Background: an optimization exercise with open tools, aiming at a short achievable clock period and few clock cycles. Do not read the settings as production practice.
Power is estimated from default activity; no workload was simulated.

== P ==
## cpu
module cpu(clk,reset,o_mem_addr,o_mem_rd,i_mem_rddata,
		   o_mem_wr,o_mem_wrdata, i_mem_wait,i_mem_rddatavalid);
==> flow/config.mk <==
export PLATFORM = sky130hd
export DESIGN_NAME = cpu
export DESIGN_NICKNAME = cpu
export VERILOG_FILES = /design/flow/design.v
export SDC_FILE = /design/flow/constraint.sdc
export NUM_CORES = 4
export LEC_CHECK = 0
export ABC_CLOCK_PERIOD_IN_PS = 3000
export CAP_MARGIN = 20
export CORE_MARGIN = 2
export CORE_UTILIZATION = 40
export PLACE_DENSITY = 0.6
export SETUP_SLACK_MARGIN = 3.2
export SLEW_MARGIN = 20
export TNS_END_PERCENT = 100
==> flow/constraint.sdc <==
create_clock -name core_clock -period 6.0 [get_ports {clk}]
set_input_delay 1.2000 -clock core_clock [delete_from_list [all_inputs] [get_ports {clk}]]
set_output_delay 1.2000 -clock core_clock [all_outputs]
set_load 0.01 [all_outputs]
standard.sh (not shown) runs the stock make flow with config.mk's settings and CLKGATE_MAP_FILE= SYNTH_SCRIPT=/design/flow/synth_recipe.tcl, a recipe that flattens the netlist after the stock synthesis.
==> flow/flow/run.sh <==
#!/bin/bash
set -euo pipefail
bash standard.sh MATCH_CELL_FOOTPRINT=0 "BUFFER_PORTS_ARGS=-buffer_cell sky130_fd_sc_hd__buf_4" finish > flow_make.log 2>&1
Here is what was changed in the inputs of Q compared with P.
diff --git a/flow/config.mk b/flow/config.mk
--- a/flow/config.mk
+++ b/flow/config.mk
@@ -11,5 +11,5 @@
 export CORE_UTILIZATION = 40
 export PLACE_DENSITY = 0.6
-export SETUP_SLACK_MARGIN = 3.2
+export SETUP_SLACK_MARGIN = 3.0
 export SLEW_MARGIN = 20
-export TNS_END_PERCENT = 100
+export TNS_END_PERCENT = 30
Notes after the runs:
Setup slack, Q and P: lower on P. Note that the routed wire length recorded for P amounts to 1.17 times the value seen in Q. Of Q and P, P shows the higher insertion delay of the later-clocked pin in the worst-skew pair, with Q below it. Looking at worst setup path endpoint, the oa[0] result is from Q; the oa[6] one comes from P. Q: post-layout total power lower than P. Q vs. P: met1 routed wirelength after detailed routing went down by about 6%. Q vs. P: total power divided by cell area lower, cell area after layout lower.
> inputs changed (Q -> R)
diff --git a/flow/config.mk b/flow/config.mk
--- a/flow/config.mk
+++ b/flow/config.mk
@@ -9,6 +9,6 @@
 export CAP_MARGIN = 20
 export CORE_MARGIN = 2
-export CORE_UTILIZATION = 40
-export PLACE_DENSITY = 0.6
+export CORE_UTILIZATION = 50
+export PLACE_DENSITY = 0.7
 export SETUP_SLACK_MARGIN = 3.0
 export SLEW_MARGIN = 20
==> comparison <==
Across Q and R, the outcome is the same: a clean finish for every run.
The lower non-clock buffer count came out of Q.
Going from Q to R, placed standard-cell area shrank by 560 um^2, combinational share of power moved up, power after layout picked up an extra 0.19 mW.
Cmp Q and R / worst setup skew after layout / lower: Q
Proportion of final cell area spent on non-clock buffers was higher in the run labelled R.
[R] post-layout minimum cycle time rose 0.092 ns relative to Q
On multi-input combinational area share, the lower figure sits with R, not Q.
R -> Q: netlist area before placement flat
Input-level comparison between S and R:
diff --git a/flow/config.mk b/flow/config.mk
--- a/flow/config.mk
+++ b/flow/config.mk
@@ -6,9 +6,9 @@
 export NUM_CORES = 4
 export LEC_CHECK = 0
-export ABC_CLOCK_PERIOD_IN_PS = 3000
+export ABC_CLOCK_PERIOD_IN_PS = 2000
 export CAP_MARGIN = 20
 export CORE_MARGIN = 2
-export CORE_UTILIZATION = 50
-export PLACE_DENSITY = 0.7
+export CORE_UTILIZATION = 40
+export PLACE_DENSITY = 0.6
 export SETUP_SLACK_MARGIN = 3.0
 export SLEW_MARGIN = 20
Findings:
Diff R -> S: non-clock buffer area fraction after layout lost 1.3 points, final instance area held. Compared with R, in S setup slack saw an increase; power moved down; non-clock buffer count shows a reduction of 13%. Going from R to S, total length of routed met3 wires has decreased; met2 usage has decreased; number of nets in the layout has decreased; final number of hold-violating endpoints has remained practically unchanged.
No functional check of the RTL was part of any run of this note.

[afterwards: timing with drivers on the ports]
In the flow no input, the clock included, has a driving cell. The finished layouts below were timed again as built, in two steps.
Step 1: set_driving_cell puts a clkbuf_16 on clk and a buf_2 on each other input, an assumption about the parent block.
Step 2 adds t to the input delays and takes it off the output delays; t is the mean of the earliest and latest rising clock arrival at the registers after step 1. Input paths then give back, and output paths get back, about the clock's delay inside the block.
Three values: ideal ports, drivers, drivers and shift; two values: the first two.
| run | t (ns) | setup WS [ns] | worst setup path at the end | latest minus earliest clock arrival (ns) | worst slew at a driven data input, ns |
|---|---|---|---|---|---|
| P | 0.885 | 2.621 / 2.621 / 1.829 | input to register | 0.091 / 0.091 | 0.20 |
| Q | 0.821 | 2.750 / 2.718 / 1.898 | input to register | 0.052 / 0.053 | 0.20 |
| R | 0.831 | 2.658 / 2.634 / 1.803 | input to register | 0.072 / 0.072 | 0.26 |
| S | 0.821 | 2.750 / 2.718 / 1.898 | input to register | 0.052 / 0.053 | 0.20 |
After both steps every run listed still meets setup and hold. For R, which loses most, drivers alone change the setup slack by -0.024 ns; drivers and shift together by -0.855 ns.
